This is an optimization exercise on Yosys and OpenROAD, whose aim is small area, not a production implementation. RTL that was checked went through simulation tests only; none was proved equivalent to the original. For runs 1 and 2, only the layout was checked, not whether the RTL still works. No activity file was given, so power comes from the tool's default toggle rates.

==> flow/flow/run.sh <==
#!/bin/bash
set -euo pipefail
W=$PWD
mkdir -p "$W/myscripts"
cp -r "$FLOW_HOME/scripts/." "$W/myscripts/"
cp "$W/flow/abc_area.script" "$W/myscripts/abc_area.script"
bash standard.sh "SCRIPTS_DIR=$W/myscripts" "ADDER_MAP_FILE=" synth > "$W/synth.log" 2>&1
bash standard.sh "BUFFER_PORTS_ARGS=-buffer_cell sky130_fd_sc_hd__buf_1" \
  "CTS_ARGS=-sink_clustering_enable -repair_clock_nets -buf_list sky130_fd_sc_hd__clkbuf_4 -dont_use_dummy_load" \
  finish > "$W/layout.log" 2>&1
==> flow/flow/abc_area.script <==
strash
&get -n
&dch -f
&nf -R 1000
&put
topo
==> flow/standard.sh <==
#!/bin/bash
# synth_recipe.tcl (not shown) runs the flow's synth.tcl, then flattens the netlist and writes it again
# the make line also repeats each setting of config.mk as NAME=value (left out here)
make -C /OpenROAD-flow-scripts/flow DESIGN_CONFIG=/design/flow/config.mk WORK_HOME=/design/flow/orfs CLKGATE_MAP_FILE= SYNTH_SCRIPT=/design/flow/synth_recipe.tcl "${@:-finish}"
==> flow/config.mk <==
export PLATFORM = sky130hd
export DESIGN_NAME = sin_gen
export DESIGN_NICKNAME = sin_gen
export VERILOG_FILES = /design/flow/design.v
export SDC_FILE = /design/flow/constraint.sdc
export NUM_CORES = 4
export LEC_CHECK = 0
export ABC_AREA = 1
export CAP_MARGIN = 20
export CELL_PAD_IN_SITES_DETAIL_PLACEMENT = 1
export CELL_PAD_IN_SITES_GLOBAL_PLACEMENT = 2
export CORE_MARGIN = 2
export CORE_UTILIZATION = 40
export GPL_TIMING_DRIVEN = 1
export SLEW_MARGIN = 20
export SYNTH_MEMORY_MAX_BITS = 16384
==> flow/constraint.sdc <==
create_clock -name core_clock -period 10.0 [get_ports {clk}]
set_input_delay 2.0000 -clock core_clock [delete_from_list [all_inputs] [get_ports {clk}]]
set_output_delay 2.0000 -clock core_clock [all_outputs]
set_load 0.01 [all_outputs]
==> flow/design.v <==
module sin_gen #(
  parameter phase_width     = 9,
  parameter data_width      = 16,
  parameter sampling_f      = 4535,    
  parameter clock_cnt_width = 13
)(
  input                        clk,         
  input                        rst,         
  input      [phase_width-1:0] phase_incr,  
  output     [phase_width-1:0] phase_out,
  output     [data_width-1:0]  signal_out,
  output                       fs_out       
);
  reg  [8:0]  phase_cnt;    
  reg         ph_s;
  reg         ph_r;
  reg  [6:0]  ph_i;
  reg  [11:0] c;            
  reg         clock_out;    
  wire term = (c & 12'h27f) == 12'h07f;    
  wire fb   = ~(c[11] ^ c[10]);
  always @(posedge clk)
    ph_s <= phase_cnt[8];
  always @(posedge clk) begin
    if (rst) begin
      phase_cnt <= 9'd0;
      ph_r      <= 1'b0;
      ph_i      <= 7'd0;
      c         <= 12'h0e5;
      clock_out <= 1'b1;
    end else begin
      ph_r <= phase_cnt[7];
      ph_i <= phase_cnt[7] ? 7'd0 - phase_cnt[6:0] : phase_cnt[6:0];
      if (term) begin
        c         <= clock_out ? 12'h072 : 12'h0e5;
        clock_out <= ~clock_out;
        if (!clock_out)
          phase_cnt <= phase_cnt + phase_incr;
      end else begin
        c <= {c[10:0], fb};
      end
    end
  end
  assign phase_out = phase_cnt;
  assign fs_out    = clock_out;
  wire [8:0]  p = {ph_s, ph_r, ph_i};
  wire [15:0] rom;
  wire n26, n27, n28, n29, n30, n31, n32, n33, n34, n35, n36, n37, n38, n39, n40, n41, n42, n43, n44, n45, n46, n47, n48, n49, n50, n51, n52, n53, n54, n55, n56, n57, n58, n59, n60, n61, n62, n63, n64, n65, n66, n67, n68, n69, n70, n71, n72, n73, n74, n75, n76, n77, n78, n79, n80, n81, n82, n83, n84, n85, n86, n87, n88, n89, n90, n91, n92, n93, n94, n95, n96, n97, n98, n99, n100, n101, n102, n103, n104, n105, n106, n107, n108, n109, n110, n111, n112, n113, n114, n115, n116, n117, n118, n119, n120, n121, n122, n123, n124, n125, n126, n127, n128, n129, n130, n131, n132, n133, n134, n135, n136, n137, n138, n139, n140, n141, n142, n143, n144, n145, n146, n147, n148, n149, n151, n152, n153, n154, n155, n156, n157, n158, n159, n160, n161, n162, n163, n164, n165, n166, n167, n168, n169, n170, n171, n172, n173, n174, n175, n176, n177, n178, n179, n180, n181, n182, n183, n184, n185, n186, n187, n188, n189, n190, n191, n192, n193, n194, n195, n196, n197, n198, n200, n201, n202, n203, n204, n205, n206, n207, n208, n209, n210, n211, n212, n213, n214, n215, n216, n217, n218, n219, n220, n221, n222, n223, n224, n225, n226, n227, n228, n229, n230, n231, n232, n233, n234, n235, n236, n237, n238, n239, n240, n241, n243, n244, n245, n246, n247, n248, n249, n250, n251, n252, n253, n254, n255, n256, n257, n258, n259, n260, n261, n262, n263, n264, n265, n266, n267, n268, n269, n270, n271, n272, n273, n274, n275, n276, n277, n278, n280, n281, n282, n283, n284, n285, n286, n287, n288, n289, n290, n291, n292, n293, n294, n295, n296, n297, n298, n299, n300, n301, n302, n303, n304, n305, n306, n307, n308, n309, n310, n311, n312, n313, n314, n315, n316, n317, n319, n320, n321, n322, n323, n324, n325, n326, n327, n328, n329, n330, n331, n332, n333, n334, n335, n336, n337, n338, n339, n340, n341, n342, n343, n344, n345, n347, n348, n349, n350, n351, n352, n353, n354, n355, n356, n357, n358, n359, n360, n361, n362, n363, n364, n365, n366, n367, n368, n369, n370, n371, n372, n373, n374, n375, n376, n377, n378, n379, n380, n382, n383, n384, n385, n386, n387, n388, n389, n390, n391, n392, n393, n394, n395, n396, n397, n398, n399, n400, n401, n402, n403, n404, n405, n406, n407, n408, n409, n411, n412, n413, n414, n415, n416, n417, n418, n419, n420, n421, n422, n423, n424, n425, n426, n427, n428, n429, n430, n431, n432, n433, n434, n436, n437, n438, n439, n440, n441, n442, n443, n444, n445, n446, n447, n448, n449, n450, n451, n452, n453, n454, n455, n456, n457, n458, n459, n460, n462, n463, n464, n465, n466, n467, n468, n469, n470, n471, n472, n473, n474, n475, n476, n477, n478, n479, n480, n481, n482, n483, n484, n485, n487, n488, n489, n490, n491, n492, n493, n494, n495, n496, n497, n498, n499, n501, n502, n503, n504, n505, n506, n507, n509, n510, n511, n513;
  assign n26 = ~p[0] & p[1];
  assign n27 = p[0] & ~p[1];
  assign n28 = ~n26 & ~n27;
  assign n29 = p[3] & ~n28;
  assign n30 = ~p[1] & ~p[2];
  assign n31 = p[4] & ~n30;
  assign n32 = n29 & n31;
  assign n33 = ~p[0] & ~p[2];
  assign n34 = ~p[0] & ~p[1];
  assign n35 = ~p[4] & ~n34;
  assign n36 = p[0] & p[1];
  assign n37 = ~p[0] & p[2];
  assign n38 = p[0] & ~p[2];
  assign n39 = ~n37 & ~n38;
  assign n40 = ~n36 & n39;
  assign n41 = p[2] & p[3];
  assign n42 = ~p[1] & n41;
  assign n43 = ~p[3] & n36;
  assign n44 = ~n33 & ~n43;
  assign n45 = ~n42 & n44;
  assign n46 = ~n40 & ~n45;
  assign n47 = ~p[2] & n29;
  assign n48 = ~n46 & ~n47;
  assign n49 = n35 & n48;
  assign n50 = p[1] & p[2];
  assign n51 = ~n30 & ~n50;
  assign n52 = p[0] & n51;
  assign n53 = ~n26 & ~n52;
  assign n54 = ~p[3] & p[4];
  assign n55 = n53 & n54;
  assign n56 = ~p[3] & n35;
  assign n57 = p[2] & ~n26;
  assign n58 = ~n27 & n57;
  assign n59 = n56 & ~n58;
  assign n60 = ~n55 & ~n59;
  assign n61 = ~n49 & n60;
  assign n62 = ~n33 & ~n61;
  assign n63 = ~n32 & ~n62;
  assign n64 = ~p[5] & ~n63;
  assign n65 = ~p[3] & ~n39;
  assign n66 = ~p[4] & ~n65;
  assign n67 = p[3] & n28;
  assign n68 = p[1] & ~p[2];
  assign n69 = n67 & ~n68;
  assign n70 = ~n42 & ~n69;
  assign n71 = n66 & n70;
  assign n72 = ~p[2] & ~p[3];
  assign n73 = n34 & n72;
  assign n74 = p[4] & ~n73;
  assign n75 = p[3] & ~n50;
  assign n76 = ~n39 & n75;
  assign n77 = ~n27 & ~n76;
  assign n78 = n74 & n77;
  assign n79 = p[5] & ~n78;
  assign n80 = ~n71 & n79;
  assign n81 = ~n64 & ~n80;
  assign n82 = ~p[6] & ~n81;
  assign n83 = n29 & ~n39;
  assign n84 = ~p[0] & ~p[3];
  assign n85 = n51 & n84;
  assign n86 = ~p[4] & ~n85;
  assign n87 = ~n83 & n86;
  assign n88 = p[4] & n48;
  assign n89 = ~n87 & ~n88;
  assign n90 = p[5] & ~n89;
  assign n91 = ~n33 & n53;
  assign n92 = ~p[2] & n26;
  assign n93 = ~n91 & ~n92;
  assign n94 = p[3] & ~n93;
  assign n95 = p[1] & n72;
  assign n96 = p[2] & ~p[3];
  assign n97 = ~n36 & n96;
  assign n98 = ~n95 & ~n97;
  assign n99 = ~n94 & n98;
  assign n100 = ~p[4] & ~n99;
  assign n101 = ~n47 & ~n83;
  assign n102 = n74 & n101;
  assign n103 = ~p[2] & ~n36;
  assign n104 = ~p[3] & ~n50;
  assign n105 = ~n103 & n104;
  assign n106 = ~n94 & ~n105;
  assign n107 = n102 & n106;
  assign n108 = ~p[5] & ~n107;
  assign n109 = ~n100 & n108;
  assign n110 = ~n90 & ~n109;
  assign n111 = p[6] & ~n110;
  assign n112 = ~n82 & ~n111;
  assign n113 = ~p[4] & ~n50;
  assign n114 = n68 & n84;
  assign n115 = n113 & ~n114;
  assign n116 = ~n102 & ~n115;
  assign n117 = p[5] & ~n116;
  assign n118 = p[2] & ~n36;
  assign n119 = p[3] & p[4];
  assign n120 = n118 & n119;
  assign n121 = p[3] & ~p[4];
  assign n122 = n33 & n121;
  assign n123 = p[1] & n122;
  assign n124 = ~p[5] & ~n123;
  assign n125 = ~n120 & n124;
  assign n126 = ~n117 & ~n125;
  assign n127 = ~p[6] & ~n126;
  assign n128 = p[4] & n47;
  assign n129 = ~n122 & ~n128;
  assign n130 = p[5] & ~n129;
  assign n131 = ~p[2] & p[3];
  assign n132 = ~n38 & ~n50;
  assign n133 = ~n131 & n132;
  assign n134 = p[4] & ~p[5];
  assign n135 = p[0] & p[3];
  assign n136 = n134 & ~n135;
  assign n137 = ~n133 & n136;
  assign n138 = ~p[4] & ~p[5];
  assign n139 = p[0] & n138;
  assign n140 = p[1] & p[3];
  assign n141 = n139 & ~n140;
  assign n142 = n98 & n141;
  assign n143 = p[6] & ~n142;
  assign n144 = ~n137 & n143;
  assign n145 = ~n130 & n144;
  assign n146 = p[8] & ~n145;
  assign n147 = ~n127 & n146;
  assign n148 = n112 & n147;
  assign n149 = ~n112 & ~n147;
  assign rom[0] = n148 | n149;
  assign n151 = p[8] & n149;
  assign n152 = p[2] & ~n34;
  assign n153 = ~n103 & ~n152;
  assign n154 = ~n96 & ~n131;
  assign n155 = ~n153 & n154;
  assign n156 = p[1] & n155;
  assign n157 = ~p[1] & ~n33;
  assign n158 = n54 & ~n157;
  assign n159 = ~n119 & ~n158;
  assign n160 = ~n156 & ~n159;
  assign n161 = ~n26 & n154;
  assign n162 = n26 & n96;
  assign n163 = ~n27 & ~n162;
  assign n164 = ~n161 & n163;
  assign n165 = ~p[4] & ~n164;
  assign n166 = ~n160 & ~n165;
  assign n167 = p[5] & ~n166;
  assign n168 = p[4] & ~n37;
  assign n169 = ~n119 & ~n168;
  assign n170 = n52 & ~n96;
  assign n171 = ~n169 & ~n170;
  assign n172 = ~p[5] & ~n171;
  assign n173 = ~n49 & n172;
  assign n174 = ~n167 & ~n173;
  assign n175 = p[6] & ~n174;
  assign n176 = ~p[4] & n45;
  assign n177 = p[1] & ~n176;
  assign n178 = p[3] & ~n37;
  assign n179 = ~n68 & n178;
  assign n180 = ~n177 & ~n179;
  assign n181 = p[1] & ~p[3];
  assign n182 = p[4] & ~n181;
  assign n183 = ~n68 & n182;
  assign n184 = ~p[5] & ~n183;
  assign n185 = ~n180 & n184;
  assign n186 = ~n47 & n86;
  assign n187 = ~p[3] & ~n36;
  assign n188 = ~n33 & n187;
  assign n189 = p[4] & ~n38;
  assign n190 = ~n54 & ~n189;
  assign n191 = ~n188 & ~n190;
  assign n192 = ~n186 & ~n191;
  assign n193 = p[5] & ~n192;
  assign n194 = ~p[6] & ~n193;
  assign n195 = ~n185 & n194;
  assign n196 = ~n175 & ~n195;
  assign n197 = n151 & n196;
  assign n198 = ~n151 & ~n196;
  assign rom[1] = ~n197 & ~n198;
  assign n200 = p[8] & ~n198;
  assign n201 = ~p[3] & n34;
  assign n202 = n189 & ~n201;
  assign n203 = ~n30 & n178;
  assign n204 = n66 & ~n203;
  assign n205 = ~n202 & ~n204;
  assign n206 = ~p[5] & ~n205;
  assign n207 = ~n57 & n93;
  assign n208 = n119 & ~n207;
  assign n209 = ~p[3] & ~n52;
  assign n210 = n189 & n209;
  assign n211 = n57 & n121;
  assign n212 = p[5] & ~n211;
  assign n213 = ~n59 & n212;
  assign n214 = ~n122 & n213;
  assign n215 = ~n210 & n214;
  assign n216 = ~n208 & n215;
  assign n217 = ~n206 & ~n216;
  assign n218 = p[6] & ~n217;
  assign n219 = p[3] & n53;
  assign n220 = ~n95 & ~n219;
  assign n221 = ~n83 & n220;
  assign n222 = ~n188 & n221;
  assign n223 = n189 & ~n222;
  assign n224 = n66 & ~n201;
  assign n225 = n101 & n224;
  assign n226 = ~n94 & n225;
  assign n227 = p[5] & ~n226;
  assign n228 = ~n223 & n227;
  assign n229 = ~p[4] & n154;
  assign n230 = ~n219 & n229;
  assign n231 = p[4] & ~n85;
  assign n232 = ~p[3] & n33;
  assign n233 = ~n179 & ~n232;
  assign n234 = n231 & n233;
  assign n235 = ~p[5] & ~n234;
  assign n236 = ~n230 & n235;
  assign n237 = ~p[6] & ~n236;
  assign n238 = ~n228 & n237;
  assign n239 = ~n218 & ~n238;
  assign n240 = n200 & n239;
  assign n241 = ~n200 & ~n239;
  assign rom[2] = ~n240 & ~n241;
  assign n243 = p[8] & ~n241;
  assign n244 = p[4] & n45;
  assign n245 = n213 & ~n244;
  assign n246 = n154 & ~n187;
  assign n247 = ~n34 & ~n246;
  assign n248 = n134 & ~n247;
  assign n249 = ~n139 & ~n248;
  assign n250 = ~n69 & ~n249;
  assign n251 = ~n245 & ~n250;
  assign n252 = ~p[6] & ~n251;
  assign n253 = ~n91 & n168;
  assign n254 = ~n106 & n253;
  assign n255 = ~p[3] & ~n93;
  assign n256 = ~p[1] & p[3];
  assign n257 = ~n255 & ~n256;
  assign n258 = ~p[4] & ~n257;
  assign n259 = n76 & ~n253;
  assign n260 = ~p[5] & ~n259;
  assign n261 = ~n258 & n260;
  assign n262 = ~n254 & n261;
  assign n263 = p[2] & ~n84;
  assign n264 = ~n170 & n263;
  assign n265 = ~n255 & ~n264;
  assign n266 = p[4] & ~n265;
  assign n267 = ~n38 & n209;
  assign n268 = ~p[4] & ~n267;
  assign n269 = n75 & ~n103;
  assign n270 = ~n118 & ~n269;
  assign n271 = n268 & n270;
  assign n272 = p[5] & ~n271;
  assign n273 = ~n266 & n272;
  assign n274 = p[6] & ~n273;
  assign n275 = ~n262 & n274;
  assign n276 = ~n252 & ~n275;
  assign n277 = ~n243 & n276;
  assign n278 = n243 & ~n276;
  assign rom[3] = ~n277 & ~n278;
  assign n280 = p[8] & ~n277;
  assign n281 = p[4] & n37;
  assign n282 = ~n253 & ~n281;
  assign n283 = n220 & ~n282;
  assign n284 = n51 & ~n152;
  assign n285 = ~n154 & ~n284;
  assign n286 = n106 & ~n285;
  assign n287 = p[1] & ~n263;
  assign n288 = ~p[3] & ~n287;
  assign n289 = ~p[4] & ~n288;
  assign n290 = ~n83 & n289;
  assign n291 = ~n286 & n290;
  assign n292 = ~n283 & ~n291;
  assign n293 = p[5] & ~n292;
  assign n294 = ~n34 & n154;
  assign n295 = n231 & ~n294;
  assign n296 = p[1] & ~p[4];
  assign n297 = ~p[5] & ~n296;
  assign n298 = ~n295 & n297;
  assign n299 = ~n293 & ~n298;
  assign n300 = ~p[6] & ~n299;
  assign n301 = ~p[4] & ~n221;
  assign n302 = p[4] & ~n187;
  assign n303 = ~n76 & n302;
  assign n304 = p[5] & ~n303;
  assign n305 = ~n301 & n304;
  assign n306 = ~n26 & ~n29;
  assign n307 = ~n285 & n306;
  assign n308 = ~p[4] & ~n307;
  assign n309 = ~p[5] & ~n158;
  assign n310 = ~n308 & n309;
  assign n311 = ~n305 & ~n310;
  assign n312 = ~n70 & n134;
  assign n313 = p[6] & ~n312;
  assign n314 = ~n311 & n313;
  assign n315 = ~n300 & ~n314;
  assign n316 = ~n280 & ~n315;
  assign n317 = n280 & n315;
  assign rom[4] = ~n316 & ~n317;
  assign n319 = p[8] & ~n316;
  assign n320 = ~p[4] & ~n97;
  assign n321 = n29 & ~n37;
  assign n322 = n320 & ~n321;
  assign n323 = p[4] & ~n40;
  assign n324 = p[5] & ~n323;
  assign n325 = ~n322 & n324;
  assign n326 = p[4] & n73;
  assign n327 = p[2] & ~p[4];
  assign n328 = ~p[5] & ~n327;
  assign n329 = ~n326 & n328;
  assign n330 = ~n325 & ~n329;
  assign n331 = ~p[6] & ~n330;
  assign n332 = ~n83 & n327;
  assign n333 = ~n128 & ~n210;
  assign n334 = ~n332 & n333;
  assign n335 = p[5] & ~n334;
  assign n336 = ~n114 & ~n190;
  assign n337 = ~n264 & n336;
  assign n338 = ~p[4] & ~n155;
  assign n339 = ~p[5] & ~n338;
  assign n340 = ~n337 & n339;
  assign n341 = ~n335 & ~n340;
  assign n342 = p[6] & ~n341;
  assign n343 = ~n331 & ~n342;
  assign n344 = ~n319 & n343;
  assign n345 = n319 & ~n343;
  assign rom[5] = n344 | n345;
  assign n347 = ~p[6] & n138;
  assign n348 = n73 & n347;
  assign n349 = p[8] & ~n348;
  assign n350 = ~p[0] & ~n121;
  assign n351 = ~n326 & n350;
  assign n352 = p[0] & n121;
  assign n353 = ~p[5] & ~n352;
  assign n354 = ~n351 & n353;
  assign n355 = p[3] & ~n284;
  assign n356 = ~p[3] & ~n152;
  assign n357 = n51 & n356;
  assign n358 = ~n355 & ~n357;
  assign n359 = ~n337 & n358;
  assign n360 = n183 & ~n359;
  assign n361 = p[3] & n91;
  assign n362 = n268 & ~n361;
  assign n363 = p[5] & ~n362;
  assign n364 = ~n360 & n363;
  assign n365 = ~n354 & ~n364;
  assign n366 = ~p[6] & ~n365;
  assign n367 = ~n39 & ~n42;
  assign n368 = ~n170 & ~n367;
  assign n369 = ~p[4] & ~n368;
  assign n370 = n34 & n131;
  assign n371 = n182 & ~n370;
  assign n372 = p[5] & ~n371;
  assign n373 = ~n369 & n372;
  assign n374 = ~n105 & n134;
  assign n375 = ~n219 & n374;
  assign n376 = p[6] & ~n375;
  assign n377 = ~n373 & n376;
  assign n378 = ~n366 & ~n377;
  assign n379 = ~n349 & n378;
  assign n380 = n349 & ~n378;
  assign rom[6] = ~n379 & ~n380;
  assign n382 = ~n56 & ~n296;
  assign n383 = ~n43 & ~n382;
  assign n384 = n28 & n74;
  assign n385 = ~p[6] & ~n384;
  assign n386 = ~n383 & n385;
  assign n387 = n31 & ~n140;
  assign n388 = p[0] & ~n387;
  assign n389 = p[6] & ~n281;
  assign n390 = ~n388 & n389;
  assign n391 = ~n386 & ~n390;
  assign n392 = ~p[5] & ~n391;
  assign n393 = n51 & n54;
  assign n394 = n39 & n45;
  assign n395 = ~p[4] & ~n287;
  assign n396 = ~n394 & n395;
  assign n397 = ~n393 & ~n396;
  assign n398 = p[6] & ~n397;
  assign n399 = p[3] & n207;
  assign n400 = n289 & ~n399;
  assign n401 = n37 & ~n256;
  assign n402 = n189 & ~n401;
  assign n403 = ~p[6] & ~n402;
  assign n404 = ~n400 & n403;
  assign n405 = ~n398 & ~n404;
  assign n406 = p[5] & ~n405;
  assign n407 = ~n392 & ~n406;
  assign n408 = n349 & ~n407;
  assign n409 = ~n349 & n407;
  assign rom[7] = n408 | n409;
  assign n411 = ~n67 & n160;
  assign n412 = ~n122 & ~n258;
  assign n413 = ~n219 & ~n412;
  assign n414 = ~n411 & ~n413;
  assign n415 = p[5] & ~n414;
  assign n416 = p[2] & n368;
  assign n417 = n186 & ~n416;
  assign n418 = ~p[5] & ~n253;
  assign n419 = ~n417 & n418;
  assign n420 = ~n415 & ~n419;
  assign n421 = ~p[6] & ~n420;
  assign n422 = ~n43 & n358;
  assign n423 = p[4] & ~n422;
  assign n424 = ~n296 & ~n423;
  assign n425 = ~p[5] & ~n424;
  assign n426 = ~n41 & n320;
  assign n427 = p[5] & ~n119;
  assign n428 = ~n31 & n427;
  assign n429 = ~n426 & n428;
  assign n430 = p[6] & ~n429;
  assign n431 = ~n425 & n430;
  assign n432 = ~n421 & ~n431;
  assign n433 = ~n349 & n432;
  assign n434 = n349 & ~n432;
  assign rom[8] = ~n433 & ~n434;
  assign n436 = n86 & n133;
  assign n437 = n74 & ~n96;
  assign n438 = ~n269 & n437;
  assign n439 = ~n436 & ~n438;
  assign n440 = p[5] & ~n439;
  assign n441 = p[3] & ~n153;
  assign n442 = ~p[4] & ~n105;
  assign n443 = ~n441 & n442;
  assign n444 = n134 & n358;
  assign n445 = ~n443 & ~n444;
  assign n446 = ~n440 & n445;
  assign n447 = ~p[6] & ~n446;
  assign n448 = ~p[4] & p[5];
  assign n449 = ~n154 & n448;
  assign n450 = ~p[4] & ~n51;
  assign n451 = p[3] & n152;
  assign n452 = p[4] & n98;
  assign n453 = ~n451 & n452;
  assign n454 = ~n450 & ~n453;
  assign n455 = ~p[5] & ~n454;
  assign n456 = ~n449 & ~n455;
  assign n457 = p[6] & ~n456;
  assign n458 = ~n447 & ~n457;
  assign n459 = n349 & ~n458;
  assign n460 = ~n349 & n458;
  assign rom[9] = n459 | n460;
  assign n462 = p[3] & ~n103;
  assign n463 = ~p[4] & ~n462;
  assign n464 = p[4] & ~n285;
  assign n465 = ~n463 & ~n464;
  assign n466 = ~p[3] & n113;
  assign n467 = ~p[5] & ~n466;
  assign n468 = ~n465 & n467;
  assign n469 = ~n356 & n463;
  assign n470 = n74 & ~n75;
  assign n471 = ~n469 & ~n470;
  assign n472 = p[5] & ~n471;
  assign n473 = ~n468 & ~n472;
  assign n474 = ~p[6] & ~n473;
  assign n475 = n50 & ~n281;
  assign n476 = ~p[3] & ~n475;
  assign n477 = n140 & n327;
  assign n478 = ~p[5] & ~n477;
  assign n479 = ~n476 & n478;
  assign n480 = n72 & n448;
  assign n481 = p[6] & ~n480;
  assign n482 = ~n479 & n481;
  assign n483 = ~n474 & ~n482;
  assign n484 = n349 & ~n483;
  assign n485 = ~n349 & n483;
  assign rom[10] = ~n484 & ~n485;
  assign n487 = ~n119 & ~n463;
  assign n488 = p[4] & ~n356;
  assign n489 = ~p[5] & ~n488;
  assign n490 = n487 & n489;
  assign n491 = p[5] & ~n487;
  assign n492 = ~p[6] & ~n491;
  assign n493 = ~n490 & n492;
  assign n494 = ~n72 & n302;
  assign n495 = p[6] & n467;
  assign n496 = ~n494 & n495;
  assign n497 = ~n493 & ~n496;
  assign n498 = ~n349 & n497;
  assign n499 = n349 & ~n497;
  assign rom[11] = n498 | n499;
  assign n501 = p[5] & ~n463;
  assign n502 = ~n489 & ~n501;
  assign n503 = ~p[6] & ~n502;
  assign n504 = ~p[5] & n466;
  assign n505 = ~n503 & ~n504;
  assign n506 = n349 & ~n505;
  assign n507 = ~n349 & n505;
  assign rom[12] = n506 | n507;
  assign n509 = ~p[6] & ~n501;
  assign n510 = n349 & ~n509;
  assign n511 = ~n349 & n509;
  assign rom[13] = ~n510 & ~n511;
  assign n513 = p[7] & n348;
  assign rom[14] = n349 | n513;
  assign rom[15] = p[8] & rom[14];
  assign signal_out = rom;
endmodule
==> results of run 1 <==
[where the power goes]
group / internal [mW] / leakage (nW) / switching [mW] / total (mW)
registers: 0.126 / 0.253 / 0.00141 / 0.128
logic: 0.00461 / 0.869 / 0.00573 / 0.0103
clock network: 0.0235 / 0.0230 / 0.0378 / 0.0612
total: 0.154 / 1.14 / 0.0449 / 0.199
[sequential cells by signal (all words and copies together) (netlist names)]
signal and cells:
ph_r 1, clock_out 1, phase_cnt 9, ph_i 7
c 12, ph_s 1
[worst min path at each step]
stage / endpoint / cells past startpoint / from
2_1_floorplan: ph_s / 0 / phase_cnt[8]
3_3_place_gp: ph_s / 0 / phase_cnt[8]
3_5_place_dp: ph_s / 0 / phase_cnt[8]
4_1_cts: ph_s / 0 / phase_cnt[8]
5_1_grt: ph_s / 0 / phase_cnt[8]
6_report: ph_s / 0 / phase_cnt[8]
[logic make-up after synthesis]
logic type                 count (synthesis)  share of synthesized area (%)
buffers and inverters                      3                         0.3947
adders and majority gates                  5                          1.754
and+or+nand+nor                          197                          32.28
DFF                                       31                          21.75
AOI/OAI and AO/OA                        152                          33.99
xor gates and xnor gates                  32                          9.825
[per-layer routing]
metal / vias up / wire [um] / global-route usage, %
met1: 1676 / 4708 / 39.30
met2: 180 / 5457 / 51.81
met4: 0 / 544 / 14.88
met3: 46 / 743 / 3.265
met5: - / 0 / 0
li1: 1656 / - / -
[synthesized netlist by cell type (all sizes together) (2+ instances only)]
cell / n / area (um2)
a211oi: 14 / 105.1
a21boi: 3 / 22.52
a21oi: 45 / 225.2
a221o: 4 / 40.04
a22oi: 4 / 30.03
a31oi: 8 / 50.05
a32oi: 2 / 17.52
and2: 11 / 68.82
and3: 6 / 37.54
clkinv: 3 / 11.26
dfxtp: 31 / 620.6
maj3: 5 / 50.05
nand2: 57 / 214.0
nand2b: 14 / 87.58
nand3: 13 / 65.06
nand4: 3 / 18.77
nor2: 57 / 214.0
nor2b: 12 / 75.07
nor3: 13 / 65.06
o211a: 4 / 40.04
o211ai: 2 / 15.01
o21a: 3 / 22.52
o21ai: 37 / 185.2
o21bai: 3 / 22.52
o221ai: 2 / 17.52
o22ai: 3 / 18.77
o31ai: 3 / 22.52
o32ai: 3 / 26.28
or2: 4 / 25.02
or3: 2 / 12.51
xnor2: 17 / 148.9
xor2: 15 / 131.4
[metrics by stage]
stage / hold WS, ps / cell area (um2) / instances
after floorplan: 405.2 / 2853 / 420
after global placement: 372.3 / 3176 / 560
after detailed placement: 380.7 / 3176 / 560
after CTS: 394.0 / 3213 / 565
after global routing: 402.6 / 3213 / 565
final: 394.1 / 3213 / 565
[final cells by class]
| cell class | instances | area [um2] | share of cell area (%) |
|---|---|---|---|
| Clock buffer | 5 | 37.54 | 1.168 |
| Sequential cell | 31 | 620.6 | 19.31 |
| Inverter | 3 | 11.26 | 0.3505 |
| Tap cell | 96 | 120.1 | 3.738 |
| Multi-Input combinational cell | 386 | 2228 | 69.35 |
| Timing Repair Buffer | 44 | 195.2 | 6.075 |
==> results.yml, run 1 <==
finish:
  drive_gt1_share_pct: 2.985
  fill_cells: 962
  diodes: 0
  final_cell_mix: "nand2_1, nor2_1, a21oi_1, o21ai_0, buf_1"
  post-route-util_pct: 47.03
  area_growth_pct: 12.63
  nets: 482
detailed_routing:
  dr.pass1.iters: 5
  ant_nets: 0
  wl_per_cell_um: 20.27
  drt-total-wl_mm: 11.45
  avgViaCountPerCell: 6.297
  drt-initial-drc-count: 407
  drc_errors: 0
  vias: 3558
timing:
  hold_viol_final: 0
  grt_setup_unrepaired: "false"
  period_needed_ps: 6354
  fin_crit_sh_pct: 63.54
  timing.final.ws_setup_ps: 3646
  setup-tns-final_ps: 0
  tightest_slew_ps: 1004
  finClkSkew_ps: 25.86
  slew_viol_final: 0
  maxSlewHeadroom_pct: 32.82
  fmax_mhz: 157.4
  setup_viol: 0
hold_path:
  min_path_type: "register to register"
clock_network:
  cts_buffers: 5
  cts_hold_buffers: 0
  postCtsSetupBuffers: 0
  cts_tree: "built"
  path_clk_slew_ps: 90
  clock_sinks: 31
  clock_latency_ps: 320
  cts_resized: 0
  htree_levels: 2
  clock_path_buffers: 2
  root_buffer: "clkbuf_4"
placement:
  io_buffers: 36
  hpwl_mm: 8.480
  gp_congestion: 1.014
  dpl_worst_slack_ps: 4082
critical_path:
  cp-startpoint: "ph_i[1]"
  path_depth: 17
  critPathCaptureType: "output port"
  path_class: "register to output port"
  path_cells: "nor2_1 -> nor2_1 -> nand2_1 -> nand3_1 -> o21ai_0 -> and2_0 -> nor2_1 -> nand2_1 -> o21ai_0 -> a32oi_1 -> nand3_1 -> nand2_1 -> o21ai_0 -> nand2b_1 -> o21ai_0 -> xor2_1 -> buf_1"
  ff2ff_setup_slack_ps: 6200
  r2r_cells: 13
  slowest_stage: "dfxtp_1"
  critPathMostFrequentCell: "o21ai_0"
  worstSetupStartpointType: "register"
  required_ps: 8000
  slowest_delay_ps: 840
  worst-path-buf-inv: 1
  rr_endpoint: "phase_cnt[8]"
  cp.arrival_ps: 4350
  critPathMaxFanout: 22
  crit_family: "simple AND/OR/NAND/NOR gates"
  crit_path_end: "signal_out[5]"
  rr_startpoint: "phase_cnt[1]"
synthesis:
  syn-num-nets: 431
  synth.distinct_cells: 49
  synth_edf_count: 0
  yosys_warnings: 1
  async_flop_share_pct: 0
  synth_area_mm2: 0.002853
  ys_ff_latch: 31
  ys_seq_area_share_pct: 21.75
  synth_ff_type: "dfxtp_1"
  syn_avg_cell_area_um2: 6.792
  netlist_instances: 420
die:
  die_h_um: 88.45
  io_pins: 37
  fp-row-count: 30
  coreArea_mm2: 0.006832
  die_w_um: 88.45
  die-area_mm2: 0.007823
  start_util_pct: 41.76
run:
  maxCapViolations: 0
global_route:
  grt_pass1_vias: 3497
  track_usage_pct: 30.79
  antenna_found_initial: 0
  grt_max_degree: 57
  gr-total-overflow: 0
  grt_pass1_wl_mm: 18.60
power:
  p_leak_nw: 1.144
  ir_worst_vdd_v: 0.00006874
  power.total_uw: 199.2
  power.density_mw_per_mm2: 61.99
run_status:
  outcome: "complete, no violations"
==> inputs of run 2 (changes only) <==
--- a/flow/design.v
+++ b/flow/design.v
@@ -21,2 +21,10 @@
   wire fb   = ~(c[11] ^ c[10]);
+  wire [6:0] fold;
+  wire [6:0] low_or;
+  assign low_or[0] = 1'b0;
+  genvar gi;
+  generate for (gi = 1; gi < 7; gi = gi + 1) begin : g_fold
+    assign low_or[gi] = low_or[gi-1] | phase_cnt[gi-1];
+  end endgenerate
+  assign fold = phase_cnt[6:0] ^ ({7{phase_cnt[7]}} & low_or);
   always @(posedge clk)
@@ -32,3 +40,3 @@
       ph_r <= phase_cnt[7];
-      ph_i <= phase_cnt[7] ? 7'd0 - phase_cnt[6:0] : phase_cnt[6:0];
+      ph_i <= fold;
       if (term) begin
==> run 2 against run 1 <==
  * Still clean
  * Count of clock-buffer cells in the layout did not move
  * Sequential share of layout area is 0.39 points higher
  * Worst setup slack worse by 38 ps
  * Sequential power is essentially flat
  * Total power decreased by 1.3%
  * Flip-flop and latch count did not move
  * Combinational power down 7%
  * Register-to-register slack improved by 20 ps
  * Core utilization fell by 0.68 points
  * Critical path type unchanged
==> results.yml, run 2 <==
die:
  die_h_um: 87.95
  die_w_um: 87.95
  io_pins: 37
  start_util_pct: 41.49
  fp-row-count: 30
  coreArea_mm2: 0.006794
  die-area_mm2: 0.007735
finish:
  final_cell_mix: "nand2_1, nor2_1, a21oi_1, buf_1, dfxtp_1"
  nets: 466
  largest_register: "c"
  diodes: 0
  top_regs: "c x12, phase_cnt x9, ph_i x7"
  fill_cells: 919
  layout_commonest_cell: "nand2_1"
  largest_reg_flops: 12
  area_growth_pct: 11.72
  drive_gt1_share_pct: 2.428
run_status:
  outcome: "complete, no violations"
timing:
  whs_ps: 396.9
  setup_viol: 0
  fin_crit_sh_pct: 63.93
  grt_setup_unrepaired: "false"
  setup-tns-final_ps: 0
  finClkSkew_ps: 18.26
  tightest_slew_ps: 999.8
  maxSlewHeadroom_pct: 33.26
  fmax_mhz: 156.4
  hold_viol_final: 0
  period_needed_ps: 6393
  slew_viol_final: 0
critical_path:
  cp.arrival_ps: 4390
  cp-startpoint: "ph_i[1]"
  r2r_cells: 12
  crit_path_end: "signal_out[5]"
  ff2ff_setup_slack_ps: 6220
  rr_startpoint: "phase_cnt[1]"
  critPathCaptureType: "output port"
  critPathMaxFanout: 24
  required_ps: 8000
  worstSetupStartpointType: "register"
  rr_endpoint: "phase_cnt[8]"
  path_class: "register to output port"
clock_network:
  clock_path_buffers: 2
  clock_latency_ps: 320
  root_buffer: "clkbuf_4"
  cts_resized: 0
  postCtsSetupBuffers: 0
  cts_hold_buffers: 0
  cts_buffers: 5
  clock_sinks: 31
  htree_levels: 2
  cts_tree: "built"
  path_clk_slew_ps: 90
power:
  power.density_mw_per_mm2: 62.40
  ir_worst_vdd_v: 0.00007429
  p_leak_nw: 1.104
synthesis:
  async_flop_share_pct: 0
  ys_top_cells_by_count: "nand2_1, nor2_1, a21oi_1"
  ys_seq_area_share_pct: 22.02
  yosysMostFrequentCell: "nand2_1"
  syn-num-nets: 419
  synth_area_mm2: 0.002819
  syn_avg_cell_area_um2: 6.909
  synth_top_area_share_pct: 22.02
  ys_top_cells_by_area: "dfxtp_1, nand2_1, a21oi_1, nor2_1, xnor2_1"
  synth.distinct_cells: 44
  synth_ff_type: "dfxtp_1"
  yosys.area.top_type: "dfxtp_1"
  synth_edf_count: 0
  ys_ff_latch: 31
  yosys_warnings: 1
  netlist_instances: 408
global_route:
  top_usage_layer: "met2"
  use_met3_pct: 5.749
  gr-total-overflow: 0
  grt_max_degree: 54
  antenna_found_initial: 0
  track_usage_pct: 30.63
  met2_usage_pct: 50.90
  grt_pass1_vias: 3490
  grt_use_met1_pct: 36.60
  grt_pass1_wl_mm: 18.17
detailed_routing:
  wl_per_cell_um: 20.48
  drc_errors: 0
  dr.pass1.iters: 6
  ant_nets: 0
  avgViaCountPerCell: 6.457
  drt-initial-drc-count: 458
  drt-total-wl_mm: 11.25
  vias: 3545
run:
  maxCapViolations: 0
placement:
  gp_congestion: 1.034
  io_buffers: 36
  hpwl_mm: 8.229
hold_path:
  min_path_type: "register to register"
[run 2: cell count changes after synthesis, sizes merged, moves of 4 or more]
cell / previous run / this run
nor2b: 12 / 8
o21ai: 37 / 30
a221oi: 1 / 5
a21oi: 45 / 38
a221o: 4 / 0
a21o: 1 / 5
nor2: 57 / 48
o211ai: 2 / 7
[run 2: per-stage QoR]
step | power [mW] | utilization [%] | setup slack (ps) | std cells | instance area [um2]
3_5_place_dp | 0.1401 | 45.80 | 4061 | 544 | 3112
3_3_place_gp | 0.1393 | 45.80 | 4249 | 544 | 3112
5_1_grt | 0.2066 | 46.35 | 3093 | 549 | 3149
2_1_floorplan | 0.1352 | - | 4656 | 408 | 2819
6_report | 0.1965 | 46.35 | 3607 | 549 | 3149
4_1_cts | 0.2004 | 46.35 | 3678 | 549 | 3149
[run 2: layout make-up]
| class | instances | area [um2] | area share, % |
|---|---|---|---|
| Multi-Input combinational cell | 372 | 2183 | 69.33 |
| Sequential cell | 31 | 620.6 | 19.71 |
| Timing Repair Buffer | 41 | 172.7 | 5.483 |
| Tap cell | 96 | 120.1 | 3.814 |
| Clock buffer | 5 | 37.54 | 1.192 |
| Inverter | 4 | 15.01 | 0.4768 |
[run 2: worst min path at each step]
stage | start | cells past startpoint | slack, ps | to
after floorplan | phase_cnt[8] | 0 | 410 | ph_s
after global placement | phase_cnt[8] | 0 | 380 | ph_s
after detailed placement | phase_cnt[8] | 0 | 380 | ph_s
after CTS | phase_cnt[8] | 0 | 390 | ph_s
after global routing | phase_cnt[8] | 0 | 410 | ph_s
final | phase_cnt[8] | 0 | 400 | ph_s
[run 2: kinds of logic (layout without fill, tap and decap cells)]
family / after synthesis / in the layout / synth area share [%]
adder cells (fa/ha/maj): 6 / 6 / 2.131
XOR/XNOR: 37 / 37 / 11.50
multiplexers: 1 / 1 / 0.3551
AO/OA/AOI/OAI: 146 / 146 / 33.33
buffers and inverters: 5 / 50 / 0.7989
flip-flops: 31 / 31 / 22.02
AND/OR/NAND/NOR: 182 / 182 / 29.87
[run 2: metal layers]
| layer | vias up | part of all wire (%) |
|---|---|---|
| met4 | 0 | 6.3 |
| met1 | 1666 | 38 |
| met3 | 59 | 7.2 |
| met2 | 199 | 48 |
| met5 | - | 0 |
| li1 | 1621 | - |
[run 2: power breakdown]
group	switching, mW	total, mW	internal [mW]
Sequential	0.00135	0.128	0.126
Combinational	0.00542	0.00960	0.00418
Clock	0.0360	0.0594	0.0234
[run 2: worst max-delay path: stages (launching register included)]
cell and delay (ps):
dfxtp_1 860, nand2b_1 440, and2_0 340, nor2_1 280
a21oi_1 100, and3_1 210, a311oi_1 240, o22ai_1 170
a211oi_1 290, a31oi_1 100, nand3_1 160, nand2_1 60
nand2_1 100, nand2b_1 90, o31ai_1 290, xor2_1 170
buf_1 160
==> inputs of run 3 (changes only) <==
--- a/flow/design.v
+++ b/flow/design.v
@@ -29,4 +29,2 @@
   assign fold = phase_cnt[6:0] ^ ({7{phase_cnt[7]}} & low_or);
-  always @(posedge clk)
-    ph_s <= phase_cnt[8];
   always @(posedge clk) begin
@@ -34,2 +32,3 @@
       phase_cnt <= 9'd0;
+      ph_s      <= 1'b0;
       ph_r      <= 1'b0;
@@ -39,2 +38,3 @@
     end else begin
+      ph_s <= phase_cnt[8];
       ph_r <= phase_cnt[7];
@@ -55,3 +55,42 @@
   wire [15:0] rom;
-  wire n26, n27, n28, n29, n30, n31, n32, n33, n34, n35, n36, n37, n38, n39, n40, n41, n42, n43, n44, n45, n46, n47, n48, n49, n50, n51, n52, n53, n54, n55, n56, n57, n58, n59, n60, n61, n62, n63, n64, n65, n66, n67, n68, n69, n70, n71, n72, n73, n74, n75, n76, n77, n78, n79, n80, n81, n82, n83, n84, n85, n86, n87, n88, n89, n90, n91, n92, n93, n94, n95, n96, n97, n98, n99, n100, n101, n102, n103, n104, n105, n106, n107, n108, n109, n110, n111, n112, n113, n114, n115, n116, n117, n118, n119, n120, n121, n122, n123, n124, n125, n126, n127, n128, n129, n130, n131, n132, n133, n134, n135, n136, n137, n138, n139, n140, n141, n142, n143, n144, n145, n146, n147, n148, n149, n151, n152, n153, n154, n155, n156, n157, n158, n159, n160, n161, n162, n163, n164, n165, n166, n167, n168, n169, n170, n171, n172, n173, n174, n175, n176, n177, n178, n179, n180, n181, n182, n183, n184, n185, n186, n187, n188, n189, n190, n191, n192, n193, n194, n195, n196, n197, n198, n200, n201, n202, n203, n204, n205, n206, n207, n208, n209, n210, n211, n212, n213, n214, n215, n216, n217, n218, n219, n220, n221, n222, n223, n224, n225, n226, n227, n228, n229, n230, n231, n232, n233, n234, n235, n236, n237, n238, n239, n240, n241, n243, n244, n245, n246, n247, n248, n249, n250, n251, n252, n253, n254, n255, n256, n257, n258, n259, n260, n261, n262, n263, n264, n265, n266, n267, n268, n269, n270, n271, n272, n273, n274, n275, n276, n277, n278, n280, n281, n282, n283, n284, n285, n286, n287, n288, n289, n290, n291, n292, n293, n294, n295, n296, n297, n298, n299, n300, n301, n302, n303, n304, n305, n306, n307, n308, n309, n310, n311, n312, n313, n314, n315, n316, n317, n319, n320, n321, n322, n323, n324, n325, n326, n327, n328, n329, n330, n331, n332, n333, n334, n335, n336, n337, n338, n339, n340, n341, n342, n343, n344, n345, n347, n348, n349, n350, n351, n352, n353, n354, n355, n356, n357, n358, n359, n360, n361, n362, n363, n364, n365, n366, n367, n368, n369, n370, n371, n372, n373, n374, n375, n376, n377, n378, n379, n380, n382, n383, n384, n385, n386, n387, n388, n389, n390, n391, n392, n393, n394, n395, n396, n397, n398, n399, n400, n401, n402, n403, n404, n405, n406, n407, n408, n409, n411, n412, n413, n414, n415, n416, n417, n418, n419, n420, n421, n422, n423, n424, n425, n426, n427, n428, n429, n430, n431, n432, n433, n434, n436, n437, n438, n439, n440, n441, n442, n443, n444, n445, n446, n447, n448, n449, n450, n451, n452, n453, n454, n455, n456, n457, n458, n459, n460, n462, n463, n464, n465, n466, n467, n468, n469, n470, n471, n472, n473, n474, n475, n476, n477, n478, n479, n480, n481, n482, n483, n484, n485, n487, n488, n489, n490, n491, n492, n493, n494, n495, n496, n497, n498, n499, n501, n502, n503, n504, n505, n506, n507, n509, n510, n511, n513;
+  wire n26, n27, n28, n29, n30, n31, n32, n33, n34, n35, n36, n37;
+  wire n38, n39, n40, n41, n42, n43, n44, n45, n46, n47, n48, n49;
+  wire n50, n51, n52, n53, n54, n55, n56, n57, n58, n59, n60, n61;
+  wire n62, n63, n64, n65, n66, n67, n68, n69, n70, n71, n72, n73;
+  wire n74, n75, n76, n77, n78, n79, n80, n81, n82, n83, n84, n85;
+  wire n86, n87, n88, n89, n90, n91, n92, n93, n94, n95, n96, n97;
+  wire n98, n99, n100, n101, n102, n103, n104, n105, n106, n107, n108, n109;
+  wire n110, n111, n112, n113, n114, n115, n116, n117, n118, n119, n120, n121;
+  wire n122, n123, n124, n125, n126, n127, n128, n129, n130, n131, n132, n133;
+  wire n134, n135, n136, n137, n138, n139, n140, n141, n142, n143, n144, n145;
+  wire n146, n147, n148, n149, n151, n152, n153, n154, n155, n156, n157, n158;
+  wire n159, n160, n161, n162, n163, n164, n165, n166, n167, n168, n169, n170;
+  wire n171, n172, n173, n174, n175, n176, n177, n178, n179, n180, n181, n182;
+  wire n183, n184, n185, n186, n187, n188, n189, n190, n191, n192, n193, n194;
+  wire n195, n196, n197, n198, n200, n201, n202, n203, n204, n205, n206, n207;
+  wire n208, n209, n210, n211, n212, n213, n214, n215, n216, n217, n218, n219;
+  wire n220, n221, n222, n223, n224, n225, n226, n227, n228, n229, n230, n231;
+  wire n232, n233, n234, n235, n236, n237, n238, n239, n240, n241, n243, n244;
+  wire n245, n246, n247, n248, n249, n250, n251, n252, n253, n254, n255, n256;
+  wire n257, n258, n259, n260, n261, n262, n263, n264, n265, n266, n267, n268;
+  wire n269, n270, n271, n272, n273, n274, n275, n276, n277, n278, n280, n281;
+  wire n282, n283, n284, n285, n286, n287, n288, n289, n290, n291, n292, n293;
+  wire n294, n295, n296, n297, n298, n299, n300, n301, n302, n303, n304, n305;
+  wire n306, n307, n308, n309, n310, n311, n312, n313, n314, n315, n316, n317;
+  wire n319, n320, n321, n322, n323, n324, n325, n326, n327, n328, n329, n330;
+  wire n331, n332, n333, n334, n335, n336, n337, n338, n339, n340, n341, n342;
+  wire n343, n344, n345, n347, n348, n349, n350, n351, n352, n353, n354, n355;
+  wire n356, n357, n358, n359, n360, n361, n362, n363, n364, n365, n366, n367;
+  wire n368, n369, n370, n371, n372, n373, n374, n375, n376, n377, n378, n379;
+  wire n380, n382, n383, n384, n385, n386, n387, n388, n389, n390, n391, n392;
+  wire n393, n394, n395, n396, n397, n398, n399, n400, n401, n402, n403, n404;
+  wire n405, n406, n407, n408, n409, n411, n412, n413, n414, n415, n416, n417;
+  wire n418, n419, n420, n421, n422, n423, n424, n425, n426, n427, n428, n429;
+  wire n430, n431, n432, n433, n434, n436, n437, n438, n439, n440, n441, n442;
+  wire n443, n444, n445, n446, n447, n448, n449, n450, n451, n452, n453, n454;
+  wire n455, n456, n457, n458, n459, n460, n462, n463, n464, n465, n466, n467;
+  wire n468, n469, n470, n471, n472, n473, n474, n475, n476, n477, n478, n479;
+  wire n480, n481, n482, n483, n484, n485, n487, n488, n489, n490, n491, n492;
+  wire n493, n494, n495, n496, n497, n498, n499, n501, n502, n503, n504, n505;
+  wire n506, n507, n509, n510, n511, n513;
   assign n26 = ~p[0] & p[1];
==> run 3 against run 2 <==
  * Largest cell class unchanged
  * Still clean
  * Synthesized cell count rose by 0.98%
  * Highest routed layer unchanged
  * Final area rose by 0.60%
  * Count of clock-buffer cells in the layout did not move
==> results.yml, run 3 <==
run_status:
  outcome: "complete, no violations"
hold_path:
  hp-start: "c[8]"
  min_path_type: "register to register"
global_route:
  grt_pass1_vias: 3294
  grt_max_degree: 50
  grt_pass1_wl_mm: 17.64
  gr-total-overflow: 0
  top_usage_layer: "met2"
  antenna_found_initial: 0
  grt_use_met1_pct: 38.95
  use_met3_pct: 3.959
  met2_usage_pct: 47.93
  track_usage_pct: 29.92
detailed_routing:
  wl_per_cell_um: 20.37
  avgViaCountPerCell: 6.429
  drt-initial-drc-count: 472
  drc_errors: 0
  ant_nets: 0
  vias: 3581
  drt-total-wl_mm: 11.34
  dr.pass1.iters: 5
finish:
  final_cell_mix: "nand2_1, nor2_1, a21oi_1, buf_1, o21ai_0"
  area_growth_pct: 12.83
  nets: 474
  seq_area_um2: 620.6
  drive_gt1_share_pct: 3.254
  multiInputGateArea_mm2: 0.002161
  layout_commonest_cell: "nand2_1"
  largest_reg_flops: 12
  largest_register: "c"
  diodes: 0
  post-route-cell-area_mm2: 0.003168
  top_regs: "c x12, phase_cnt x9, ph_i x7"
  fill_cells: 925
  post-route-util_pct: 46.63
die:
  die_w_um: 87.78
  start_util_pct: 41.33
  io_pins: 37
  die-area_mm2: 0.007705
  die_h_um: 87.78
  fp-row-count: 30
  coreArea_mm2: 0.006794
placement:
  hpwl_mm: 8.233
  dpl_worst_slack_ps: 3928
  placed_cell_area_mm2: 0.003131
  gp_congestion: 1.090
  io_buffers: 36
synthesis:
  ys_seq_area_share_pct: 22.10
  yosys_warnings: 1
  yosys.area.top_type: "dfxtp_1"
  ys_ff_latch: 31
  synth_ff_type: "dfxtp_1"
  synth.distinct_cells: 47
  synth_edf_count: 0
  synth_area_mm2: 0.002808
  async_flop_share_pct: 0
  netlist_instances: 412
  synth_top_area_share_pct: 22.10
  ys_top_cells_by_area: "dfxtp_1, a21oi_1, nand2_1, nor2_1, xnor2_1"
  ys_top_cells_by_count: "nand2_1, nor2_1, a21oi_1"
  syn-num-nets: 423
  yosysMostFrequentCell: "nand2_1"
  syn_avg_cell_area_um2: 6.815
critical_path:
  rr_startpoint: "phase_cnt[1]"
  worst-path-buf-inv: 3
  path_class: "register to output port"
  required_ps: 8000
  path_cells: "buf_4 -> clkinv_1 -> nor2_1 -> nor2_1 -> nand2_1 -> nand3_1 -> o21ai_0 -> a21o_1 -> nor3_1 -> or3_1 -> a21oi_1 -> nand3_1 -> nand2_1 -> nand2_1 -> nand2b_1 -> o21ai_0 -> xnor2_1 -> buf_1"
  critPathMostFrequentCell: "nand2_1"
  crit_family: "simple AND/OR/NAND/NOR gates"
  critPathCaptureType: "output port"
  slowest_stage: "nor2_1"
  worstSetupStartpointType: "register"
  cp-startpoint: "ph_i[2]"
  slowest_delay_ps: 640
  critPathMaxFanout: 24
  cp.arrival_ps: 4580
timing:
  finClkSkew_ps: 15.55
  grt_setup_unrepaired: "false"
  setup_viol: 0
  period_needed_ps: 6582
  hold_viol_final: 0
  timing.final.ws_setup_ps: 3418
  setup-tns-final_ps: 0
  tightest_slew_ps: 978.8
  slew_viol_final: 0
  fin_crit_sh_pct: 65.82
  maxSlewHeadroom_pct: 34.53
  fmax_mhz: 151.9
power:
  power.density_mw_per_mm2: 62.58
  p_leak_nw: 1.114
  ir_worst_vdd_v: 0.00006585
clock_network:
  cts_resized: 0
  cts_tree: "built"
  htree_levels: 2
  clock_latency_ps: 330
  cts_buffers: 5
  clock_sinks: 31
  root_buffer: "clkbuf_4"
  clock_path_buffers: 2
  postCtsSetupBuffers: 0
  path_clk_slew_ps: 80
  cts_hold_buffers: 0
run:
  maxCapViolations: 0
[run 3: cell count changes in the layout (fill, tap and decap cells not counted), sizes merged, moves of 3 or more]
cell	change
nor2b	-3
a31oi	-4
clkinv	+3
o21ai	+3
and3	-3
a21o	-3
nand2b	-5
a21oi	+8
nor2	+5
buf	+4
[run 3: worst reg2reg max path: stages, from the launching register on]
cell,delay [ps]
dfxtp_1,490
xnor2_1,190
o21ai_0,170
maj3_1,420
maj3_1,410
maj3_1,400
maj3_1,400
maj3_1,410
maj3_1,380
o21ai_0,150
a21oi_1,80
a21oi_1,150
o21a_1,140
[run 3: metal layers]
metal | vias to the layer above | share of wire [%]
met5 | - | 0
met4 | 0 | 5.0
met3 | 58 | 8.4
met2 | 232 | 46
met1 | 1652 | 41
li1 | 1639 | -
[run 3: area by class of cell]
class	count	area share, %
Multi-Input combinational cell	373	68.21
Sequential cell	31	19.59
Timing Repair Buffer	45	6.398
Inverter	7	0.8294
Clock buffer	5	1.185
Tap cell	96	3.791
[run 3: cells by family after synthesis]
group           count (synthesis)  share of synthesized area (%)
compound gates                149                          33.65
xor+xnor                       36                          11.23
fa+ha+maj                       6                          2.139
buf+inv                         8                          1.203
flops                          31                          22.10
mux                             1                         0.3565
simple gates                  181                          29.32
[run 3: where the power goes]
part	total, mW	switching, mW	internal, mW
clock network	0.0615	0.0381	0.0234
logic	0.00939	0.00522	0.00417
registers	0.127	0.00120	0.126
total	0.198	0.0445	0.154
[run 3: stage by stage]
| step | power (mW) | std cells | hold WS (ps) |
|---|---|---|---|
| floorplan | 0.1353 | 412 | 407.2 |
| global placement | 0.1394 | 552 | 412.1 |
| detailed placement | 0.1399 | 552 | 423.3 |
| CTS | 0.2025 | 557 | 446.9 |
| global route | 0.2081 | 557 | 460.3 |
| finish | 0.1983 | 557 | 438.4 |
[run 3: path summary, 6_finish.rpt]
path | endpoint | slack, ps | cells after the start
worst max register to register | phase_cnt[8] | 6130 | 12
worst min register to register | c[9] | 440 | 1
worst min-delay path | c[9] | 440 | 1
worst max-delay path | signal_out[4] | 3420 | 18
==> inputs of run 4 (changes only) <==
==> flow/flow/run.sh (replaced) <==
#!/bin/bash
set -euo pipefail
W=$PWD
mkdir -p "$W/myscripts"
cp -r "$FLOW_HOME/scripts/." "$W/myscripts/"
cp "$W/flow/abc_area.script" "$W/myscripts/abc_area.script"
bash standard.sh "SCRIPTS_DIR=$W/myscripts" "ADDER_MAP_FILE=" synth > "$W/synth.log" 2>&1
R=$W/orfs/results/$FLOW_PLATFORM/sin_gen/base
python3 "$W/flow/upsize.py" "$R/1_2_yosys.v" > "$W/upsize.log" 2>&1
rm -f "$R/1_synth.odb" "$R/1_synth.sdc"
bash standard.sh "SCRIPTS_DIR=$W/myscripts" "ADDER_MAP_FILE=" synth > "$W/synth2.log" 2>&1
bash standard.sh "BUFFER_PORTS_ARGS=-buffer_cell sky130_fd_sc_hd__buf_1" \
  "CTS_ARGS=-sink_clustering_enable -sink_clustering_size 16 -sink_clustering_max_diameter 400 -repair_clock_nets -buf_list sky130_fd_sc_hd__clkbuf_4 -dont_use_dummy_load" \
  finish > "$W/layout.log" 2>&1
==> flow/flow/upsize.py (new file) <==
#!/usr/bin/env python3
"""Give flip-flops that drive a large fanout a stronger drive (dfxtp_1 -> dfxtp_2/4)
in the synthesised netlist, instead of leaving the placer to buffer their nets.
Only the drive strength of a register's cell changes; its type and name stay."""
import re, sys
fn = sys.argv[1]
v = open(fn).read()
insts = re.findall(r'(sky130_fd_sc_hd__\w+)\s+(\\?\S+)\s*\((.*?)\);', v, re.S)
loads = {}
for typ, name, pins in insts:
    for pin, net in re.findall(r'\.(\w+)\(([^()]*)\)', pins):
        if pin not in ('X', 'Y', 'Q', 'Q_N', 'COUT', 'SUM'):
            loads[net.strip()] = loads.get(net.strip(), 0) + 1
out = v
for typ, name, pins in insts:
    if typ != 'sky130_fd_sc_hd__dfxtp_1':
        continue
    q = dict((a, b.strip()) for a, b in re.findall(r'\.(\w+)\(([^()]*)\)', pins))['Q']
    n = loads.get(q, 0)
    new = 'sky130_fd_sc_hd__dfxtp_4' if n > 24 else 'sky130_fd_sc_hd__dfxtp_2' if n > 12 else None
    if new:
        old = '%s %s' % (typ, name)
        assert out.count(old) == 1, old
        out = out.replace(old, '%s %s' % (new, name))
        print('%s: %d loads -> %s' % (name, n, new))
open(fn, 'w').write(out)
==> run 4 against run 3 <==
  * Flip-flop and latch count unchanged
  * Worst hold slack gained 13 ps
  * Total power decreased by 0.29%
  * Worst setup slack gained 250 ps
  * Highest routed layer unchanged
  * Via count is 0.92% lower
  * Clock power is 0.7% higher
  * Still clean
  * Count of clock-buffer cells in the layout did not move
  * Final area is 0.51% lower
  * Register-to-register slack gained 40 ps
==> results.yml, run 4 <==
run_status:
  outcome: "complete, no violations"
die:
  fp-row-count: 30
  die_w_um: 88.10
  die_h_um: 88.10
  die-area_mm2: 0.007761
  coreArea_mm2: 0.006832
  io_pins: 37
  start_util_pct: 41.41
timing:
  tightest_slew_ps: 982.7
  maxSlewHeadroom_pct: 34.49
  slew_viol_final: 0
  grt_setup_unrepaired: "false"
  timing.final.ws_setup_ps: 3671
  fmax_mhz: 158.0
  hold_viol_final: 0
  period_needed_ps: 6329
  whs_ps: 451.5
  setup_viol: 0
  fin_crit_sh_pct: 63.29
  finClkSkew_ps: 19.50
  setup-tns-final_ps: 0
global_route:
  gr-total-overflow: 0
  grt_pass1_wl_mm: 18.23
  grt_pass1_vias: 3460
  grt_max_degree: 50
  track_usage_pct: 30.30
  antenna_found_initial: 0
run:
  maxCapViolations: 0
placement:
  placed_cell_area_mm2: 0.003114
  dpl_worst_slack_ps: 4118
  gp_congestion: 1.093
  hpwl_mm: 8.290
  io_buffers: 36
critical_path:
  cp.arrival_ps: 4330
  required_ps: 8000
  critPathMaxFanout: 24
  worstSetupStartpointType: "register"
  critPathMostFrequentCell: "nand2_1"
  worst-path-buf-inv: 2
  path_class: "register to output port"
  critPathCaptureType: "output port"
  crit_family: "simple AND/OR/NAND/NOR gates"
  path_cells: "clkinv_1 -> nor2_1 -> nor2_1 -> nand2_1 -> nand3_1 -> o21ai_0 -> a21o_1 -> nor3_1 -> or3_1 -> a21oi_1 -> nand3_1 -> nand2_1 -> nand2_1 -> nand2b_1 -> o31ai_1 -> xor2_1 -> buf_1"
  slowest_delay_ps: 640
  slowest_stage: "dfxtp_2"
clock_network:
  root_buffer: "clkbuf_4"
  clock_sinks: 31
  path_clk_slew_ps: 100
  clock_path_buffers: 2
  cts_tree: "built"
  cts_buffers: 5
  clock_latency_ps: 330
  htree_levels: 2
  postCtsSetupBuffers: 0
  cts_hold_buffers: 0
  cts_resized: 0
detailed_routing:
  ant_nets: 0
  vias: 3548
  drt-total-wl_mm: 11.29
  avgViaCountPerCell: 6.428
  drt-initial-drc-count: 471
  dr.pass1.iters: 6
  drc_errors: 0
  wl_per_cell_um: 20.44
synthesis:
  ys_ff_latch: 31
  synth.distinct_cells: 47
  async_flop_share_pct: 0
  synth_ff_type: "dfxtp_1"
  syn-num-nets: 423
  syn_avg_cell_area_um2: 6.866
  ys_seq_area_share_pct: 22.10
  ys_top_cells_by_area: "dfxtp_1, a21oi_1, nand2_1, nor2_1, xnor2_1"
  yosys.area.top_type: "dfxtp_1"
  synth_top_area_share_pct: 22.10
  yosysMostFrequentCell: "nand2_1"
  yosys_area_mm2: 0.002808
  netlist_instances: 412
  ys_top_cells_by_count: "nand2_1, nor2_1, a21oi_1"
  synth_area_mm2: 0.002829
  yosys_warnings: 1
  synth_edf_count: 0
finish:
  largest_reg_flops: 12
  layout_commonest_cell: "nand2_1"
  nets: 469
  drive_gt1_share_pct: 3.728
  diodes: 0
  post-route-cell-area_mm2: 0.003152
  area_growth_pct: 11.41
  largest_register: "c"
  final_cell_mix: "nand2_1, nor2_1, a21oi_1, buf_1, o21ai_0"
  top_regs: "c x12, phase_cnt x9, ph_i x7"
power:
  p_leak_nw: 1.090
  ir_worst_vdd_v: 0.00008204
  power.total_uw: 197.7
  power.density_mw_per_mm2: 62.73
hold_path:
  min_path_type: "register to register"
## run 4: cell counts after synthesis
No cell type changed its count.
## run 4: layout make-up
type / instances / area, um2
Inverter: 7 / 26.28
Sequential cell: 31 / 641.9
Clock buffer: 5 / 37.54
Fill cell: 932 / 3680
Tap cell: 96 / 120.1
Multi-Input combinational cell: 373 / 2161
Timing Repair Buffer: 40 / 165.2
## run 4: worst paths after layout
| kind | slack (ps) | to | from | depth (start not counted) |
|---|---|---|---|---|
| setup / recovery | 3670 | signal_out[5] | ph_i[2] | 17 |
| hold / removal | 450 | c[2] | c[1] | 2 |
| setup reg to reg | 6170 | phase_cnt[8] | phase_cnt[1] | 12 |
| hold reg to reg | 450 | c[2] | c[1] | 2 |
## run 4: layer usage
layer	global-route usage (%)	part of all wire, %
met5	0	0
met4	20.11	6.6
met1	39.02	40
met3	3.770	8.2
met2	47.45	45
## run 4: where the power goes
group | leakage (nW) | switching, mW | internal [mW]
sequential | 0.258 | 0.00127 | 0.125
combinational | 0.809 | 0.00558 | 0.00418
clock | 0.0230 | 0.0384 | 0.0234
## run 4: kinds of logic after synthesis
kind of cell    share of synthesized area, %
fa+ha+maj                              2.139
buf+inv                                1.203
mux                                   0.3565
compound gates                         33.65
simple gates                           29.32
xor+xnor                               11.23
flops                                  22.10
## run 4: worst min-delay path, stage by stage, from the launching register on
cell     delay (ps)
dfxtp_1         320
nand2_1          50
nand2_1          40
## run 4: stage by stage
| stage | util [%] | cells |
|---|---|---|
| detailed placement | 45.59 | 547 |
| CTS | 46.14 | 552 |
| global placement | 45.59 | 547 |
| finish | 46.14 | 552 |
| floorplan | - | 412 |
| global route | 46.14 | 552 |
==> inputs of run 5 (changes only) <==
--- a/flow/flow/run.sh
+++ b/flow/flow/run.sh
@@ -12,3 +12,3 @@
 bash standard.sh "BUFFER_PORTS_ARGS=-buffer_cell sky130_fd_sc_hd__buf_1" \
-  "CTS_ARGS=-sink_clustering_enable -sink_clustering_size 16 -sink_clustering_max_diameter 400 -repair_clock_nets -buf_list sky130_fd_sc_hd__clkbuf_4 -dont_use_dummy_load" \
+  "CTS_ARGS=-sink_clustering_enable -repair_clock_nets -buf_list sky130_fd_sc_hd__clkbuf_4 -dont_use_dummy_load" \
   finish > "$W/layout.log" 2>&1
--- a/flow/config.mk
+++ b/flow/config.mk
@@ -12,3 +12,3 @@
 export CORE_MARGIN = 2
-export CORE_UTILIZATION = 40
+export CORE_UTILIZATION = 50
 export GPL_TIMING_DRIVEN = 1
==> run 5 against run 4 <==
  * The run now fails in 3_1_place_gp_skip_io
  * Area after synthesis unchanged
  * Synthesized cell count unchanged
==> results.yml, run 5 <==
synthesis:
  syn-num-nets: 423
  yosysMostFrequentCell: "nand2_1"
  ys_ff_latch: 31
  yosys_warnings: 1
  async_flop_share_pct: 0
  netlist_instances: 412
  synth_edf_count: 0
  ys_seq_area_share_pct: 22.10
  synth_ff_type: "dfxtp_1"
  synth_area_mm2: 0.002829
  yosys.area.top_type: "dfxtp_1"
  yosys_area_mm2: 0.002808
  ys_top_cells_by_area: "dfxtp_1, a21oi_1, nand2_1, nor2_1, xnor2_1"
  synth.distinct_cells: 47
  syn_avg_cell_area_um2: 6.866
  synth_top_area_share_pct: 22.10
  ys_top_cells_by_count: "nand2_1, nor2_1, a21oi_1"
die:
  start_util_pct: 51.69
  fp-row-count: 27
  die_w_um: 79.22
  die_h_um: 79.22
run_status:
  outcome: "aborted with a tool error"
  failing_step: "3_1_place_gp_skip_io"
  stop_error: "[ERROR GPL-0301] Utilization 101.172 % exceeds 100%."
run 5: cell counts after synthesis:
Identical to the previous run, type by type.
run 5: cell families after synthesis:
family / after synthesis / synth area share [%]
AND/OR/NAND/NOR: 181 / 29.32
AO/OA/AOI/OAI: 149 / 33.65
XOR/XNOR: 36 / 11.23
flip-flops: 31 / 22.10
buffers and inverters: 8 / 1.203
adder cells (fa/ha/maj): 6 / 2.139
multiplexers: 1 / 0.3565

## re-timing with driven ports
In the flow no input, the clock included, has a driving cell. The finished layouts below were timed again as built, in two steps. Step 1: set_driving_cell puts a clkbuf_16 on clk and a buf_2 on each other input, an assumption about the parent block. Step 2 adds t to the input delays and takes it off the output delays; t is the mean of the earliest and latest rising clock arrival at the registers after step 1. Input paths then give back, and output paths get back, about the clock's delay inside the block. Three values: ideal ports, drivers, drivers and shift; two values: the first two.
run	t (ns)	slack for setup (ns)	latest minus earliest clock arrival (ns)	worst register clock-pin slew, ns
run 1	0.334	3.646 / 3.622 / 3.956	0.026 / 0.026	0.10 / 0.10
run 2	0.333	3.607 / 3.586 / 3.919	0.018 / 0.018	0.09 / 0.09
run 3	0.347	3.418 / 3.391 / 3.738	0.016 / 0.015	0.10 / 0.10
run 4	0.345	3.671 / 3.647 / 3.992	0.019 / 0.019	0.10 / 0.10
After both steps setup and hold are still met in every run listed.
